Background: an optimization exercise with open tools, aiming at small area and a short achievable clock period. Do not read the settings as production practice.
Where RTL was checked, it was by simulation tests only, not by an equivalence proof against the original.
Function not checked in run 2: the RTL went through the layout flow alone.
Power figures rest on the tool's default switching activity, not on a simulated workload.

**design/flow/design.v**
```verilog
module fulladder(
    input a, 
    input b,
    input cin, 
    output reg s,
    output reg cout
);
always @(*) begin
    case({a, b, cin})
        3'b000: begin
            s = 1'b0;
            cout = 1'b0;
        end
        3'b001: begin
            s = 1'b1;
            cout = 1'b0;
        end
        3'b010: begin
            s = 1'b1;
            cout = 1'b0;
        end
        3'b011: begin
            s = 1'b0;
            cout = 1'b1;
        end
        3'b100: begin
            s = 1'b1;
            cout = 1'b0;
        end
        3'b101: begin
            s = 1'b0;
            cout = 1'b1;
        end
        3'b110: begin
            s = 1'b0;
            cout = 1'b1;
        end
        3'b111: begin
            s = 1'b1;
            cout = 1'b1;
        end
        default: begin
            s = 1'b0;
            cout = 1'b0;
        end
    endcase
end
endmodule
module genadder(A, B, S, Cin, Cout);
input [31:0]A;
input [31:0]B;
input Cin;
output [31:0]S;
output Cout;
wire [32:0] internal_carry;
genvar i;
generate
    for(i = 0; i < 32; i = i + 1) begin
        fulladder U (.a(A[i]), .b(B[i]), .cin(internal_carry[i]), .s(S[i]), .cout(internal_carry[i+1]));
    end
endgenerate
assign internal_carry[0] = Cin;
assign Cout = internal_carry[32];
endmodule
module adder32(A, B, S, Cin, Cout);
input [31:0] A;
input [31:0] B;
input Cin;
output [31:0] S, Cout;
wire [31:0] internalcarry;
fulladder B0(.a(A[0]), .b(B[0]), .cin(Cin), .cout(internalcarry[0]), .s(S[0]));
fulladder B1(.a(A[1]), .b(B[1]), .cin(internalcarry[0]), .cout(internalcarry[1]), .s(S[1]));
fulladder B2(.a(A[2]), .b(B[2]), .cin(internalcarry[1]), .cout(internalcarry[2]), .s(S[2]));
fulladder B3(.a(A[3]), .b(B[3]), .cin(internalcarry[2]), .cout(internalcarry[3]), .s(S[3]));
fulladder B4(.a(A[4]), .b(B[4]), .cin(internalcarry[3]), .cout(internalcarry[4]), .s(S[4]));
fulladder B5(.a(A[5]), .b(B[5]), .cin(internalcarry[4]), .cout(internalcarry[5]), .s(S[5]));
fulladder B6(.a(A[6]), .b(B[6]), .cin(internalcarry[5]), .cout(internalcarry[6]), .s(S[6]));
fulladder B7(.a(A[7]), .b(B[7]), .cin(internalcarry[6]), .cout(internalcarry[7]), .s(S[7]));
fulladder B8(.a(A[8]), .b(B[8]), .cin(internalcarry[7]), .cout(internalcarry[8]), .s(S[8]));
fulladder B9(.a(A[9]), .b(B[9]), .cin(internalcarry[8]), .cout(internalcarry[9]), .s(S[9]));
fulladder B10(.a(A[10]), .b(B[10]), .cin(internalcarry[9]), .cout(internalcarry[10]), .s(S[10]));
fulladder B11(.a(A[11]), .b(B[11]), .cin(internalcarry[10]), .cout(internalcarry[11]), .s(S[11]));
fulladder B12(.a(A[12]), .b(B[12]), .cin(internalcarry[11]), .cout(internalcarry[12]), .s(S[12]));
fulladder B13(.a(A[13]), .b(B[13]), .cin(internalcarry[12]), .cout(internalcarry[13]), .s(S[13]));
fulladder B14(.a(A[14]), .b(B[14]), .cin(internalcarry[13]), .cout(internalcarry[14]), .s(S[14]));
fulladder B15(.a(A[15]), .b(B[15]), .cin(internalcarry[14]), .cout(internalcarry[15]), .s(S[15]));
fulladder B16(.a(A[16]), .b(B[16]), .cin(internalcarry[15]), .cout(internalcarry[16]), .s(S[16]));
fulladder B17(.a(A[17]), .b(B[17]), .cin(internalcarry[16]), .cout(internalcarry[17]), .s(S[17]));
fulladder B18(.a(A[18]), .b(B[18]), .cin(internalcarry[17]), .cout(internalcarry[18]), .s(S[18]));
fulladder B19(.a(A[19]), .b(B[19]), .cin(internalcarry[18]), .cout(internalcarry[19]), .s(S[19]));
fulladder B20(.a(A[20]), .b(B[20]), .cin(internalcarry[19]), .cout(internalcarry[20]), .s(S[20]));
fulladder B21(.a(A[21]), .b(B[21]), .cin(internalcarry[20]), .cout(internalcarry[21]), .s(S[21]));
fulladder B22(.a(A[22]), .b(B[22]), .cin(internalcarry[21]), .cout(internalcarry[22]), .s(S[22]));
fulladder B23(.a(A[23]), .b(B[23]), .cin(internalcarry[22]), .cout(internalcarry[23]), .s(S[23]));
fulladder B24(.a(A[24]), .b(B[24]), .cin(internalcarry[23]), .cout(internalcarry[24]), .s(S[24]));
fulladder B25(.a(A[25]), .b(B[25]), .cin(internalcarry[24]), .cout(internalcarry[25]), .s(S[25]));
fulladder B26(.a(A[26]), .b(B[26]), .cin(internalcarry[25]), .cout(internalcarry[26]), .s(S[26]));
fulladder B27(.a(A[27]), .b(B[27]), .cin(internalcarry[26]), .cout(internalcarry[27]), .s(S[27]));
fulladder B28(.a(A[28]), .b(B[28]), .cin(internalcarry[27]), .cout(internalcarry[28]), .s(S[28]));
fulladder B29(.a(A[29]), .b(B[29]), .cin(internalcarry[28]), .cout(internalcarry[29]), .s(S[29]));
fulladder B30(.a(A[30]), .b(B[30]), .cin(internalcarry[29]), .cout(internalcarry[30]), .s(S[30]));
fulladder B31(.a(A[31]), .b(B[31]), .cin(internalcarry[30]), .cout(internalcarry[31]), .s(S[31]));
endmodule
module alu(
input [31:0] a,b,    
input [3:0] func, 
output [31:0] out
);
reg [31:0] result;
assign out = result;
wire [31:0] add_result;
wire [31:0] cout;
adder32 alu_adder(.A(a), .B(b), .Cin(1'b0), .S(add_result), .Cout(cout));
always @(*) begin
    case(func)
        4'b0000: begin  
            result = add_result;
            end
        4'b0001: begin  
            result = a - b;
            end
        4'b0010: begin  
            result = a & b;
            end
        4'b0011: begin  
            result = a | b;
            end
        4'b0100: begin  
            result = a ^ b;
            end
        4'b1011: begin  
            result = a + b;
            end
        default: begin
            result = 32'h00000000;
        end
    endcase
end
endmodule
module alu_mux(r2, imm, sel, out);
input [31:0] r2,imm;
input [6:0] sel;
output reg [31:0] out;
always @ (*) begin
    case (sel)
        7'b0010011, 7'b0110111, 7'b0100011, 7'b0000011, 7'b1100111: begin
            out = imm;
        end
        default: begin
            out = r2;
        end
    endcase
end
endmodule
module decode (
    input  [31:0] inst_encoding,    
    output reg [6:0] opcode,  
    output reg [2:0] funct3,
    output reg [6:0] funct7,
    output reg [4:0] rs1,
    output reg [4:0] rs2,
    output reg [4:0] rd,
    output reg [31:0] imm,
    output reg writeback,
    output reg we,
    output reg mem_we,
    output reg [3:0] alu_op,       
    output reg is_jump                
);
    always @ (*) begin
        opcode = inst_encoding[6:0];
        rd     = inst_encoding[11:7];
        funct3 = inst_encoding[14:12];
        rs1    = inst_encoding[19:15];
        rs2    = inst_encoding[24:20];
        funct7 = inst_encoding[31:25];
        imm    = 32'b0;  
        alu_op = 4'b0000;
        is_jump = 1'b0;  
        case (opcode)
            7'b0110011: begin
                case (funct3)
                    3'b000: begin
                        if (funct7 == 7'b0100000)
                            alu_op = 4'b0001;
                        else
                            alu_op = 4'b0000;
                    end
                    3'b111:	alu_op = 4'b0010;
                    3'b110:		alu_op = 4'b0011;
                    default:		alu_op = 4'b1111;
                endcase
            end
            7'b0010011: begin
                case (funct3)
                    3'b000:	alu_op = 4'b1011;
                    default:		alu_op = 4'b1111;
                endcase
            end
            7'b0110111: begin  
                alu_op = 4'b1011;
                rs1 = 5'b00000;
            end
            7'b1101111: begin
                is_jump = 1'b1;
                alu_op = 4'b0000;  
            end
            7'b1100111: begin
                is_jump = 1'b1;
                alu_op = 4'b0000;
            end
            7'b0100011: begin
                case (funct3)
                    3'b010:     alu_op = 4'b1011;
                endcase
            end
            7'b0000011: begin
                case (funct3)
                    3'b010:     alu_op = 4'b1011;
                endcase
            end
        endcase
        case (opcode)
            7'b1101111: begin
                imm =       {{11{inst_encoding[31]}}, inst_encoding[31], inst_encoding[19:12], inst_encoding[20], inst_encoding[30:21], 1'b0};
            end
            7'b0010011, 7'b0000011: begin
                imm =       {{20{inst_encoding[31]}}, inst_encoding[31:20]};
            end
            7'b0110111: begin  
                imm =       {{inst_encoding[31:12]}, 12'b0};
            end
            7'b1100111: begin
                imm =       {{20{inst_encoding[31]}}, inst_encoding[31:20]};
            end
            7'b0100011: begin
                imm =       {{20{inst_encoding[31]}}, inst_encoding[31:25], inst_encoding[11:7]};
            end
            7'b0000011: begin
                imm =       {{20{inst_encoding[31]}}, inst_encoding[31:20]};
            end
        endcase
        case (opcode)
            7'b0110111, 7'b1101111, 7'b1100111, 7'b0000011: begin
                writeback = 1'b1;
            end
            default: writeback = 1'b0;
        endcase
        case (opcode)
            7'b0110011, 7'b0010011, 7'b0110111, 7'b1101111, 7'b1100111, 7'b0000011: begin
                we = 1'b1;
            end
            default: we = 1'b0;
        endcase
        case (opcode)
            7'b0100011: begin
                mem_we = 1'b1;
            end
            default mem_we = 1'b0;
        endcase
    end
endmodule
module dff (q, d, clk, rst);
    output          q;
    input           d;
    input           clk;
    input           rst;
    reg             state;
    assign q = state;
    always @(posedge clk) begin
        state <= rst? 0 : d;
    end
endmodule
module register32(din, we, dout, clk, rst);
input [31:0] din;
input we, clk, rst;
output [31:0] dout;
genvar i;
generate
    for(i = 0; i < 32; i = i + 1) begin
        dff U (.q(dout[i]), .d(we ? din[i] : dout[i]), .clk(clk), .rst(rst));
    end
endgenerate
endmodule
module register(a0, a1, wr, we, din, clk, rst, q0, q1);
    input [31:0] din;
    input [4:0] wr;
    input clk, rst, we;
    input [4:0] a0;
    input [4:0] a1;
    output [31:0] q0,q1;
    wire [31:0] r[0:31];
    assign r[0] = 32'b0;
    genvar i;
    generate
        for(i = 1; i < 32; i = i + 1) begin
            register32 rgstr(.din(din), .we(we && (wr == i)), .dout(r[i]), .clk(clk), .rst(rst));
        end
    endgenerate
    assign q0 = r[a0];
    assign q1 = r[a1];
endmodule
module tripple_mux(plus_4, jump, ra, sel, out);
input [31:0] plus_4,jump, ra;
input [6:0] sel;
output reg [31:0] out;
always @ (*) begin
    case (sel)
        7'b1101111: begin
            out = jump;
        end
        7'b1100111: begin
            out = ra;
        end
        default: begin
            out = plus_4;
        end
    endcase
end
endmodule
module write_mux(jump, alu_out, dmem_out, sel, out);
input [31:0] jump, alu_out, dmem_out;
input [6:0] sel;
output reg [31:0] out;
always @ (*) begin
    case (sel)
        7'b1101111, 7'b1100111: begin
            out = jump;
        end
        7'b0100011: begin
            out = dmem_out;
        end
        7'b0000011: begin
            out = dmem_out;
        end
        default: begin
            out = alu_out;
        end
    endcase
end
endmodule
module riscv(clk, rst, imem_addr, imem_rdata, dmem_addr, dmem_wdata, dmem_we, dmem_rdata);
input clk, rst;
output [31:0] imem_addr;
input  [31:0] imem_rdata;
output [31:0] dmem_addr;
output [31:0] dmem_wdata;
output        dmem_we;
input  [31:0] dmem_rdata;
wire [31:0] inst = imem_rdata;
wire [6:0] op  = inst[6:0];
wire [4:0] rd  = inst[11:7];
wire [2:0] f3  = inst[14:12];
wire [4:0] rs1 = inst[19:15];
wire [4:0] rs2 = inst[24:20];
wire [6:0] f7  = inst[31:25];
wire is_r    = (op == 7'b0110011);
wire is_i    = (op == 7'b0010011);
wire is_lui  = (op == 7'b0110111);
wire is_jal  = (op == 7'b1101111);
wire is_jalr = (op == 7'b1100111);
wire is_ld   = (op == 7'b0000011);
wire is_st   = (op == 7'b0100011);
reg  [31:0] pc;
wire [1023:0] xs;                
assign xs[31:0] = 32'b0;
wire [31:0] sel1, sel2;
dec5 dec_rs1 (.a(rs1), .y(sel1));
dec5 dec_rs2 (.a(rs2), .y(sel2));
wire [31:0] a, b;
genvar g, h;
generate
    for (h = 0; h < 32; h = h + 1) begin : rd_bit
        wire [30:0] col;
        for (g = 1; g < 32; g = g + 1) begin : c
            assign col[g-1] = xs[32*g + h];
        end
        sel_or31 ra (.s(sel1[31:1]), .d(col), .y(a[h]));
        sel_or31 rb (.s(sel2[31:1]), .d(col), .y(b[h]));
    end
endgenerate
wire        s_form = ~op[6] & op[5] & ~op[4];
wire [31:0] imm_ls = {{20{inst[31]}}, inst[31:25], s_form ? inst[11:7] : inst[24:20]};
wire [31:0] addr_sum;
add32 addr_add (.a(a), .b(imm_ls), .s(addr_sum));
wire        sub = (f7 == 7'b0100000);
wire [31:0] r_sum = sub ? (a - b) : (a + b);
wire [31:0] pc4  = {pc[31:2] + 30'd1, pc[1:0]};
wire [31:0] immj = {{12{inst[31]}}, inst[19:12], inst[20], inst[30:21], 1'b0};
wire [31:0] pcj  = {pc[31:1] + immj[31:1], pc[0]};
wire nr = ~rst;
wire w_addi = nr & is_i & (f3 == 3'b000);
wire w_add  = nr & is_r & (f3 == 3'b000);
wire w_and  = nr & is_r & (f3 == 3'b111);
wire w_or   = nr & is_r & (f3 == 3'b110);
wire w_lui  = nr & is_lui;
wire w_link = nr & (is_jal | is_jalr);
wire w_ld   = nr & is_ld;
wire [31:0] wdata = ({32{w_addi}} & addr_sum)
                  | ({32{w_add}}  & r_sum)
                  | ({32{w_and}}  & (a & b))
                  | ({32{w_or}}   & (a | b))
                  | ({32{w_lui}}  & {inst[31:12], 12'b0})
                  | ({32{w_link}} & pc4)
                  | ({32{w_ld}}   & dmem_rdata);
wire wen = is_r | is_i | is_lui | is_jal | is_jalr | is_ld;
wire [31:0] seld;
dec5 dec_rd (.a(rd), .y(seld));
generate
    for (g = 1; g < 32; g = g + 1) begin : regs
        reg  [31:0] x;
        wire [31:0] nx;
        wire en = rst | (wen & seld[g]);
        hold32 hx (.en(en), .en_n(~en), .d(wdata), .q(x), .y(nx));
        always @(posedge clk)
            x <= nx;
        assign xs[32*g +: 32] = x;
    end
endgenerate
wire [31:0] next_pc = ({32{nr & is_jal}}  & pcj)
                    | ({32{nr & is_jalr}} & {addr_sum[31:1], 1'b0})
                    | ({32{nr & ~is_jal & ~is_jalr}} & pc4);
always @(posedge clk)
    pc <= next_pc;
assign imem_addr  = pc;
assign dmem_addr  = addr_sum;
assign dmem_wdata = b;
assign dmem_we    = is_st;
endmodule
module dec5(a, y);
input  [4:0]  a;
output [31:0] y;
assign y = 32'b1 << a;
endmodule
module sel_or31(s, d, y);
input  [30:0] s, d;
output        y;
assign y = |(s & d);
endmodule
module hold32(en, en_n, d, q, y);
input         en, en_n;
input  [31:0] d, q;
output [31:0] y;
assign y = ({32{en}} & d) | ({32{en_n}} & q);
endmodule
module add32(a, b, s);
input  [31:0] a, b;
output [31:0] s;
assign s = a + b;
endmodule
```
**design/flow/run.sh**
```bash
#!/bin/bash
# synth_recipe.tcl (not shown) runs the flow's synth.tcl, then flattens the netlist and writes it again
# the make line also repeats each setting of config.mk as NAME=value (left out here)
make -C /OpenROAD-flow-scripts/flow DESIGN_CONFIG=/design/flow/config.mk WORK_HOME=/design/flow/orfs CLKGATE_MAP_FILE= SYNTH_SCRIPT=/design/flow/synth_recipe.tcl finish
```
**design/flow/config.mk**
```make
export PLATFORM = sky130hd
export DESIGN_NAME = riscv
export DESIGN_NICKNAME = riscv
export VERILOG_FILES = /design/flow/design.v
export SDC_FILE = /design/flow/constraint.sdc
export NUM_CORES = 4
export LEC_CHECK = 0
export CAP_MARGIN = 20
export CELL_PAD_IN_SITES_DETAIL_PLACEMENT = 1
export CORE_MARGIN = 2
export CORE_UTILIZATION = 35
export PLACE_DENSITY = 0.5
export SLEW_MARGIN = 20
export SYNTH_HIERARCHICAL = 1
export SYNTH_MINIMUM_KEEP_SIZE = 0
```
**design/flow/constraint.sdc**
```tcl
create_clock -name core_clock -period 30.0 [get_ports {clk}]
set_input_delay 6.0000 -clock core_clock [delete_from_list [all_inputs] [get_ports {clk}]]
set_output_delay 6.0000 -clock core_clock [all_outputs]
set_load 0.01 [all_outputs]
```
==> metrics.yaml, run 1 <==
sta:
  final.period_utilization: 0.6206
  finalMaxSlewViolations: 0
  hold_viol_final: 0
  fin_hold_ws_ns: 0.4862
  finClkSkew_ns: 0.05409
  max_freq_ghz: 0.05371
  max-slew-margin-rel: 0.1428
  tns_ns: 0
  final-setup-viol-count: 0
  max_slew.worst_pin.slew_ns: 1.286
  timing.final.crit_period_ns: 18.62
  setup_repair_after_global_routing_missed_its_margin: "no"
logic_synthesis:
  yosysWarnings: 7
  synthesis.nets: 5052
  synthesis.area_um2: 50570
  post_synth.cell_area_avg_um2: 10.35
  synth_cells: 4887
critical_path:
  worstRegToRegCells: 20
  worst_ep_arrival_ns: 12.62
  critical_path.cell_chain: "clkdlybuf4s50_1 > nand2b_1 > nor2_2 > buf_4 > a22o_1 > a221oi_2 > nand3_1 > or4_1 > ha_1 > o21ai_1 > a21o_1 > a21o_2 > a21oi_1 > nor4b_1 > a311oi_1 > clkdlybuf4s50_1"
  timing.critical_path.max_delay_family: "compound AO/OA/AOI/OAI gates"
  r2r_setup_slack_ns: 22.39
  critical-path-slowest-cell: "sky130_fd_sc_hd__or4_1"
  cp_num_cells: 16
  critPathBufInv: 3
  critical-path-top-cell-by-count: "sky130_fd_sc_hd__clkdlybuf4s50_1"
  worst-path-max-fanout: 32
  critical_path.startpoint: "imem_rdata[18]"
  critical_path_type: "input pin to primary output"
  worst_reg2reg_endpoint: "regs[7].x[30]"
  crit-reg2reg-launch: "regs[8].x[2]"
  crit_path_start_kind: "input pin"
  critical_path.endpoint: "dmem_addr[27]"
  cp-end-kind: "primary output"
  critical_path.max_stage_delay_ns: 0.89
  cp_data_required_time_ns: 24.00
clocking:
  count_of_buffers_added_by_post_cts_timing_repair_for_setup: 0
  max-clock-path-buffers: 3
  clk_pin_slew_worst_paths_ns: 0.06
  cts_tree: "yes"
  cts_num_sinks: 1024
  clock-root-buffer: "sky130_fd_sc_hd__clkbuf_16"
  postCtsResizedCells: 0
  clock_insertion_delay_worst_skew_ns: 0.78
  postCtsHoldBufs: 0
  cts_htree_levels: 3
  numCtsBuffers: 112
placed_design:
  gpl.final_weighted_congestion: 1.023
  detailedPlacementHpwl_mm: 172.8
  io_buffers: 162
  placed_cells: 6856
drt:
  detail-route-antenna-nets: 0
  route.detailed.vias_per_inst: 6.993
  detail_route.wirelength_mm: 268.9
  drt_first_pass_iters: 9
  routed-via-count: 49620
  drc: 0
  routed_wirelength_normalized_by_instance_count_um: 37.89
  drt_iter0_markers: 6242
floorplanning:
  area_of_the_placeable_core_um2: 143500
  dieHeight_um: 384.1
  num_rows: 139
  floorplan.die.width_um: 384.1
  floorplan.initialDensity: 0.3525
  die_area_um2: 147500
  top_level_ports: 163
global_routing:
  pin_count_of_the_biggest_net_entering_global_routing: 36
  grt_antenna_before_repair: 61
  first_global_vias: 47530
  grt_first_pass_wirelength_mm: 372.9
  globalRoute.totalOverflow: 0
  grt_util_all_layers: 0.3491
power:
  power_density_nw_per_um2: 54.44
  cellLeakagePower_nw: 21.85
  max-vdd-ir-drop_v: 0.00005053
final_layout:
  commonest_cells_after_routing_fill_and_taps_aside: "sky130_fd_sc_hd__dfxtp_1 (1,024), sky130_fd_sc_hd__a22o_1 (1,003), sky130_fd_sc_hd__a22oi_1 (779), sky130_fd_sc_hd__nand3_1 (173), sky130_fd_sc_hd__clkdlybuf4s50_1 (160)"
  flow.area_growth_from_synthesis_pct: 15.12
  leading_cell_type_in_the_layout_fill_and_taps_excluded: "sky130_fd_sc_hd__dfxtp_1"
  finalNetCount: 5241
  fillCellCount: 15760
  drive_above_1_share: 0.1199
  finish.cell_count_without_fillers: 7096
  fin_util: 0.4058
min_path:
  min_delay_path_depth: 1
  hold_class: "flop to flop"
status:
  status: "complete, no violations"
flow_run:
  number_of_max_cap_violations: 0
==> stage by stage <==
step / power, mW / setup slack, ns / instance area, um2
6_report: 3.169 / 11.38 / 58220
2_1_floorplan: 1.579 / 13.32 / 50570
3_3_place_gp: 1.687 / 11.60 / 53940
3_5_place_dp: 1.690 / 11.59 / 53970
5_1_grt: 3.251 / 11.34 / 58170
4_1_cts: 3.176 / 11.58 / 57940
==> area by class of cell <==
type	count	area (um2)	share of cell area
antenna	21	52.55	0.0009026
clock buffer	166	3336	0.05730
clock inverter	44	631.9	0.01085
inverter	71	266.5	0.004578
multi-input combinational	3540	28020	0.4813
sequential	1024	20500	0.3521
tap	1903	2381	0.04090
timing repair buffer	327	3028	0.05201
==> state kept, by name, indices dropped and copies added (netlist names) <==
register  cells
pc           32
regs.x      992
==> where the power goes <==
| part | internal [mW] | total, mW | switching (mW) |
|---|---|---|---|
| Sequential | 1.37 | 1.38 | 0.00775 |
| Clock | 0.869 | 1.50 | 0.633 |
| Combinational | 0.0815 | 0.293 | 0.212 |
==> worst min path at each step <==
| stage | startpoint | end | slack [ns] |
|---|---|---|---|
| 6_report | pc[0] | pc[0] | 0.49 |
| 5_1_grt | pc[0] | pc[0] | 0.50 |
| 4_1_cts | pc[0] | pc[0] | 0.48 |
| 3_5_place_dp | pc[0] | pc[0] | 0.47 |
| 3_3_place_gp | pc[0] | pc[0] | 0.46 |
| 2_1_floorplan | regs[14].x[10] | regs[14].x[10] | 0.46 |
==> routing by layer <==
layer	vias up	global-route usage	wire, um
met3	699	0.08932	27160
met1	25290	0.4388	106200
li1	20760	-	-
met4	54	0.2270	19370
met2	2816	0.5282	115800
met5	-	0	360
==> run 2: changes to the inputs <==
--- a/design/flow/design.v
+++ b/design/flow/design.v
@@ -347,104 +347,42 @@
 output [31:0] dmem_wdata;
 output        dmem_we;
 input  [31:0] dmem_rdata;
-wire [31:0] inst = imem_rdata;
-wire [6:0] op  = inst[6:0];
-wire [4:0] rd  = inst[11:7];
-wire [2:0] f3  = inst[14:12];
-wire [4:0] rs1 = inst[19:15];
-wire [4:0] rs2 = inst[24:20];
-wire [6:0] f7  = inst[31:25];
-wire is_r    = (op == 7'b0110011);
-wire is_i    = (op == 7'b0010011);
-wire is_lui  = (op == 7'b0110111);
-wire is_jal  = (op == 7'b1101111);
-wire is_jalr = (op == 7'b1100111);
-wire is_ld   = (op == 7'b0000011);
-wire is_st   = (op == 7'b0100011);
-reg  [31:0] pc;
-wire [1023:0] xs;                
-assign xs[31:0] = 32'b0;
-wire [31:0] sel1, sel2;
-dec5 dec_rs1 (.a(rs1), .y(sel1));
-dec5 dec_rs2 (.a(rs2), .y(sel2));
-wire [31:0] a, b;
-genvar g, h;
-generate
-    for (h = 0; h < 32; h = h + 1) begin : rd_bit
-        wire [30:0] col;
-        for (g = 1; g < 32; g = g + 1) begin : c
-            assign col[g-1] = xs[32*g + h];
-        end
-        sel_or31 ra (.s(sel1[31:1]), .d(col), .y(a[h]));
-        sel_or31 rb (.s(sel2[31:1]), .d(col), .y(b[h]));
-    end
-endgenerate
-wire        s_form = ~op[6] & op[5] & ~op[4];
-wire [31:0] imm_ls = {{20{inst[31]}}, inst[31:25], s_form ? inst[11:7] : inst[24:20]};
-wire [31:0] addr_sum;
-add32 addr_add (.a(a), .b(imm_ls), .s(addr_sum));
-wire        sub = (f7 == 7'b0100000);
-wire [31:0] r_sum = sub ? (a - b) : (a + b);
-wire [31:0] pc4  = {pc[31:2] + 30'd1, pc[1:0]};
-wire [31:0] immj = {{12{inst[31]}}, inst[19:12], inst[20], inst[30:21], 1'b0};
-wire [31:0] pcj  = {pc[31:1] + immj[31:1], pc[0]};
-wire nr = ~rst;
-wire w_addi = nr & is_i & (f3 == 3'b000);
-wire w_add  = nr & is_r & (f3 == 3'b000);
-wire w_and  = nr & is_r & (f3 == 3'b111);
-wire w_or   = nr & is_r & (f3 == 3'b110);
-wire w_lui  = nr & is_lui;
-wire w_link = nr & (is_jal | is_jalr);
-wire w_ld   = nr & is_ld;
-wire [31:0] wdata = ({32{w_addi}} & addr_sum)
-                  | ({32{w_add}}  & r_sum)
-                  | ({32{w_and}}  & (a & b))
-                  | ({32{w_or}}   & (a | b))
-                  | ({32{w_lui}}  & {inst[31:12], 12'b0})
-                  | ({32{w_link}} & pc4)
-                  | ({32{w_ld}}   & dmem_rdata);
-wire wen = is_r | is_i | is_lui | is_jal | is_jalr | is_ld;
-wire [31:0] seld;
-dec5 dec_rd (.a(rd), .y(seld));
-generate
-    for (g = 1; g < 32; g = g + 1) begin : regs
-        reg  [31:0] x;
-        wire [31:0] nx;
-        wire en = rst | (wen & seld[g]);
-        hold32 hx (.en(en), .en_n(~en), .d(wdata), .q(x), .y(nx));
-        always @(posedge clk)
-            x <= nx;
-        assign xs[32*g +: 32] = x;
-    end
-endgenerate
-wire [31:0] next_pc = ({32{nr & is_jal}}  & pcj)
-                    | ({32{nr & is_jalr}} & {addr_sum[31:1], 1'b0})
-                    | ({32{nr & ~is_jal & ~is_jalr}} & pc4);
-always @(posedge clk)
-    pc <= next_pc;
-assign imem_addr  = pc;
-assign dmem_addr  = addr_sum;
-assign dmem_wdata = b;
-assign dmem_we    = is_st;
-endmodule
-module dec5(a, y);
-input  [4:0]  a;
-output [31:0] y;
-assign y = 32'b1 << a;
-endmodule
-module sel_or31(s, d, y);
-input  [30:0] s, d;
-output        y;
-assign y = |(s & d);
-endmodule
-module hold32(en, en_n, d, q, y);
-input         en, en_n;
-input  [31:0] d, q;
-output [31:0] y;
-assign y = ({32{en}} & d) | ({32{en_n}} & q);
-endmodule
-module add32(a, b, s);
-input  [31:0] a, b;
-output [31:0] s;
-assign s = a + b;
+wire [31:0] curr_pc;
+wire [31:0] next_pc;
+wire [31:0] pc_plus_4;
+wire [31:0] pc_plus_imm;
+wire [31:0] inst_encoding;
+wire [6:0] opcode;
+wire [2:0] funct3;
+wire [6:0] funct7;
+wire [4:0] rs1;
+wire [4:0] rs2;
+wire [4:0] rd;
+wire [31:0] imm;
+wire writeback;
+wire we;
+wire [31:0] reg_data_1;
+wire [31:0] reg_data_2;
+wire [3:0] alu_op;
+wire [31:0] alu_out;
+wire [31:0] alu_in;
+wire is_jump;
+wire [31:0] writeback_data;
+wire mem_we;
+wire [31:0] mem_out;
+genadder pcadder(.A(curr_pc), .B(32'h4), .S(pc_plus_4), .Cin(1'b0), .Cout());
+genadder pc_imm_adder(.A(curr_pc), .B(imm), .S(pc_plus_imm), .Cin(1'b0), .Cout());
+tripple_mux pc_mux(.plus_4(pc_plus_4), .jump(pc_plus_imm), .ra({alu_out[31:1], 1'b0}), .sel(opcode), .out(next_pc));
+register32 pcmodule(.din(next_pc), .we(1'b1), .dout(curr_pc), .clk(clk), .rst(rst));
+assign imem_addr = curr_pc;
+assign inst_encoding = imem_rdata;
+decode decoder(.inst_encoding(inst_encoding), .opcode(opcode), .funct3(funct3), .funct7(funct7), .rs1(rs1), .rs2(rs2), .rd(rd), .imm(imm), .writeback(writeback), .we(we), .mem_we(mem_we), .alu_op(alu_op), .is_jump(is_jump));
+write_mux reg_mux(.jump(pc_plus_4), .alu_out(alu_out), .dmem_out(mem_out), .sel(opcode), .out(writeback_data));
+register registr(.a0(rs1), .a1(rs2), .wr(rd), .we(we), .din(writeback_data), .clk(clk), .rst(rst), .q0(reg_data_1), .q1(reg_data_2));
+alu_mux mux1(.r2(reg_data_2), .imm(imm), .sel(opcode), .out(alu_in));
+alu riscv_alu(.a(reg_data_1), .b(alu_in), .func(alu_op), .out(alu_out));
+assign dmem_addr = alu_out;
+assign dmem_wdata = reg_data_2;
+assign dmem_we = mem_we;
+assign mem_out = dmem_rdata;
 endmodule
--- a/design/flow/config.mk
+++ b/design/flow/config.mk
@@ -11,5 +11,3 @@
 export CORE_UTILIZATION = 35
 export PLACE_DENSITY = 0.5
 export SLEW_MARGIN = 20
-export SYNTH_HIERARCHICAL = 1
-export SYNTH_MINIMUM_KEEP_SIZE = 0
==> metrics.yaml, run 2 <==
status:
  status: "complete, no violations"
drt:
  routed-via-count: 67990  # +37%
  routed_wirelength_normalized_by_instance_count_um: 43.21  # +14%
  route.detailed.vias_per_inst: 7.242  # +3.6%
  wl_met2_mm: 158.1  # +37%
  met1Wirelength_mm: 152.5  # +44%
  drc: 0  # unchanged
  detail-route-antenna-nets: 0  # unchanged
  drt_first_pass_iters: 9  # unchanged
  met3_wirelength_mm: 59.68  # +120%
  detail_route.wirelength_mm: 405.7  # +51%
  drt_iter0_markers: 11180  # +79%
  dr.max_layer_used: "met5"
final_layout:
  regMostFlops: "registr.genblk1.rgstr.genblk1.U.state"
  finalNetCount: 7355  # +40%
  flip_flop_count_of_the_largest_register_after_layout: 992  # unchanged
  finish.cell_count_without_fillers: 9389  # +32%
  commonest_cells_after_routing_fill_and_taps_aside: "sky130_fd_sc_hd__dfxtp_1 (1,024), sky130_fd_sc_hd__a21oi_1 (689), sky130_fd_sc_hd__o21ai_0 (576), sky130_fd_sc_hd__a22oi_1 (509), sky130_fd_sc_hd__nor2_1 (487)"
  fin_util: 0.4102  # +0.004461
  leading_cell_type_in_the_layout_fill_and_taps_excluded: "sky130_fd_sc_hd__dfxtp_1"
  drive_above_1_share: 0.1271  # +0.007241
  postLayoutCellArea_um2: 67600  # +16%
  flow.area_growth_from_synthesis_pct: 16.46
sta:
  finalMaxSlewViolations: 0  # unchanged
  final.period_utilization: 0.9571  # +0.3365
  hold_viol_final: 0  # unchanged
  final.setup.worst_slack_ns: 1.286  # -10.09 ns
  finClkSkew_ns: 0.06218  # +0.008089 ns
  max-slew-margin-rel: 0.1167  # -0.02606
  timing.final.crit_period_ns: 28.71  # +10.09 ns
  final-setup-viol-count: 0  # unchanged
  max_slew.worst_pin.slew_ns: 1.325  # +0.03909 ns
  max_freq_ghz: 0.03483  # -35%
placed_design:
  place_ws_ns: 0.2844  # -11.31 ns
  detailedPlacementHpwl_mm: 274.1  # +59%
  io_buffers: 162  # unchanged
  gpl.final_weighted_congestion: 1.084  # +5.9%
  placement.cell_area_um2: 63000  # +17%
  placed_cells: 9088  # +33%
logic_synthesis:
  yosys_most_used_dff: "sky130_fd_sc_hd__dfxtp_1"
  synthesis.area_um2: 58050  # +15%
  post_synth_edffs: 0
  synthArstFlopShare: 0
  seq_area_frac_synth: 0.3531
  yosys-top-cells-area: "sky130_fd_sc_hd__dfxtp_1 (35%), sky130_fd_sc_hd__a22oi_1 (6.6%), sky130_fd_sc_hd__a21oi_1 (6.2%)"
  post_synth_most_frequent_cells: "sky130_fd_sc_hd__dfxtp_1 (1,024), sky130_fd_sc_hd__a21oi_1 (724), sky130_fd_sc_hd__o21ai_0 (586)"
  post-synth-top-area-cell: "sky130_fd_sc_hd__dfxtp_1"
  post_synth.cell_area_avg_um2: 8.130  # -21%
  synthMostInstantiatedCell: "sky130_fd_sc_hd__dfxtp_1"
  yosysTopAreaCellShare: 0.3531
  synth_cell_types: 109
  ys_ff_latch: 1024
  synthesis.nets: 7451  # +47%
  synth_cells: 7140  # +46%
  yosysWarnings: 8  # +1
floorplanning:
  area_of_the_placeable_core_um2: 164800  # +15%
  die_area_um2: 169100  # +15%
  dieHeight_um: 411.3  # +7.1%
  num_rows: 149  # +7.2%
  floorplan.initialDensity: 0.3522  # about the same
  top_level_ports: 163  # unchanged
  floorplan.die.width_um: 411.3  # +7.1%
clocking:
  postCtsHoldBufs: 0  # unchanged
  clk_pin_slew_worst_paths_ns: 0.06  # about the same
  max-clock-path-buffers: 3  # unchanged
  numCtsBuffers: 119  # +6.3%
  clock_insertion_delay_worst_skew_ns: 0.83  # +0.05 ns
  cts_num_sinks: 1024  # unchanged
  cts_tree: "yes"
  cts_htree_levels: 3  # unchanged
  clock-root-buffer: "sky130_fd_sc_hd__clkbuf_16"
critical_path:
  timing.critical_path.max_delay_family: "compound AO/OA/AOI/OAI gates"
  r2r_setup_slack_ns: 13.13  # -9.26 ns
  cp_data_required_time_ns: 24.00  # about the same
  critical_path.max_stage_delay_ns: 0.60  # -0.29 ns
  critical_path_type: "input pin to primary output"
  worst_reg2reg_endpoint: "registr.genblk1[25].rgstr.genblk1[31].U.state"
  worstRegToRegCells: 107  # +430%
  crit_path_start_kind: "input pin"
  crit-reg2reg-launch: "registr.genblk1[17].rgstr.genblk1[0].U.state"
  critical-path-slowest-cell: "sky130_fd_sc_hd__buf_4"
  worst-path-max-fanout: 30  # -6.3%
  critical-path-top-cell-by-count: "sky130_fd_sc_hd__ha_1"
  critPathBufInv: 28  # +25
  cp-end-kind: "primary output"
  worst_ep_arrival_ns: 22.71  # +10.09 ns
min_path:
  hold_path.startpoint: "registr.genblk1[4].rgstr.genblk1[30].U.state"
  min_to: "registr.genblk1[4].rgstr.genblk1[30].U.state"
  hold_class: "flop to flop"
  min_delay_path_depth: 2  # +1
global_routing:
  first_global_vias: 63140  # +33%
  grt_util_all_layers: 0.4607  # +0.1116
  grt_antenna_before_repair: 50  # -18%
  grt_first_pass_wirelength_mm: 542.9  # +46%
  pin_count_of_the_biggest_net_entering_global_routing: 121  # +240%
  globalRoute.totalOverflow: 0  # unchanged
power:
  max-vdd-ir-drop_v: 0.00004854  # -3.9%
  cellLeakagePower_nw: 25.84  # +18%
  power_density_nw_per_um2: 47.74  # -12%
  finalPower_mw: 3.227  # +1.8%
flow_run:
  number_of_max_cap_violations: 0  # unchanged
## run 2: cell count changes in the layout (fill, tap and decap cells not counted), moves of 100 or more
cell,previous run,this run
sky130_fd_sc_hd__nor2_1,129,487
sky130_fd_sc_hd__a22oi_1,779,509
sky130_fd_sc_hd__ha_1,96,243
sky130_fd_sc_hd__o221ai_1,4,104
sky130_fd_sc_hd__a21oi_1,101,689
sky130_fd_sc_hd__inv_1,57,181
sky130_fd_sc_hd__o21ai_0,60,576
sky130_fd_sc_hd__nand2_1,110,365
sky130_fd_sc_hd__and3_1,12,404
sky130_fd_sc_hd__a211oi_1,31,346
sky130_fd_sc_hd__buf_4,155,382
sky130_fd_sc_hd__a22o_1,1003,107
## run 2: layout make-up
type,count,area [um2]
Antenna cell,57,142.6
Clock buffer,165,3455
Clock inverter,55,681.9
Fill cell,19100,97200
Inverter,185,701.9
Multi-Input combinational cell,5148,34450
Sequential cell,1024,20500
Tap cell,2189,2739
Timing Repair Buffer,566,4932
## run 2: kinds of logic (layout without fill, tap and decap cells)
logic type               Yosys count  in the layout  synth area share
other                              0             57                 0
AND/OR/NAND/NOR                 1886           1887            0.1646
buffers and inverters            969            971           0.07177
XOR/XNOR                         118            118           0.01793
adder cells (fa/ha/maj)          245            245           0.05294
flip-flops                      1024           1024            0.3531
multiplexers                      39             39          0.008061
AO/OA/AOI/OAI                   2859           2859            0.3315
## run 2: how the worst max path moves through the flow
stage                         from             to  slack [ns]  depth (start not counted)
finish              imem_rdata[22]  dmem_addr[31]        1.29                        102
global route         imem_rdata[4]  dmem_addr[31]       -0.03                        105
detailed placement   imem_rdata[1]  dmem_addr[31]        0.28                        104
global placement     imem_rdata[1]  dmem_addr[31]        0.54                        104
CTS                 imem_rdata[19]  dmem_addr[31]        0.23                        105
floorplan           imem_rdata[18]  dmem_addr[31]        3.47                        107
## run 2: stage by stage
step                      hold slack (ns)  setup TNS (ns)
final                              0.4810               0
after global routing               0.5069        -0.03303
after CTS                          0.4794               0
after detailed placement           0.4708               0
after global placement             0.4573               0
after floorplan                    0.4407               0
## run 2: repair_timing
action                                  CTS  global route
buffers inserted                          0            19
resized for setup                         0            31
endpoints found under the setup margin    0             4
## run 2: where the power goes
part	leakage [nW]	internal, mW	switching [mW]
combinational	15.6	0.0669	0.213
sequential	8.25	1.36	0.00382
clock	2.02	0.906	0.675
total	25.8	2.34	0.892
## run 2: worst min-delay path: stages (launching register included)
cell	delay [ns]
sky130_fd_sc_hd__dfxtp_1	0.33
sky130_fd_sc_hd__nand2_1	0.06
sky130_fd_sc_hd__a21oi_1	0.05
## run 2: per-layer routing
metal  vias up  GRT usage
met5         -   0.004805
met4        22     0.3295
met3      1720     0.2107
met2      5807     0.6298
met1     33800     0.5650
li1      26640          -

re-timing with driven ports:
No port has a modelled driver above. Below, the same layouts with a new extraction and two added sets of constraints.
Step 1, drivers: a clkbuf_16 drives clk and a buf_2 each remaining input, both assumed.
Step 2 moves the port delays by t, midway between the first and last clock arrival at a register: inputs arrive t later, outputs are due t later. That takes back most of the time a late clock gives input paths.
Slacks: no drivers / after step 1 / after step 2; pairs: no drivers / after step 1.
run | t (ns) | setup slack, ns | clock arrival spread, ns
run 1 | 0.836 | 11.381 / 11.351 / 11.351 | 0.054 / 0.054
run 2 | 0.882 | 1.286 / 1.113 / 1.113 | 0.062 / 0.062
After both steps setup and hold are still met in every run listed. For run 2, which loses most, drivers alone change the setup slack by -0.173 ns; drivers and shift together by -0.173 ns.
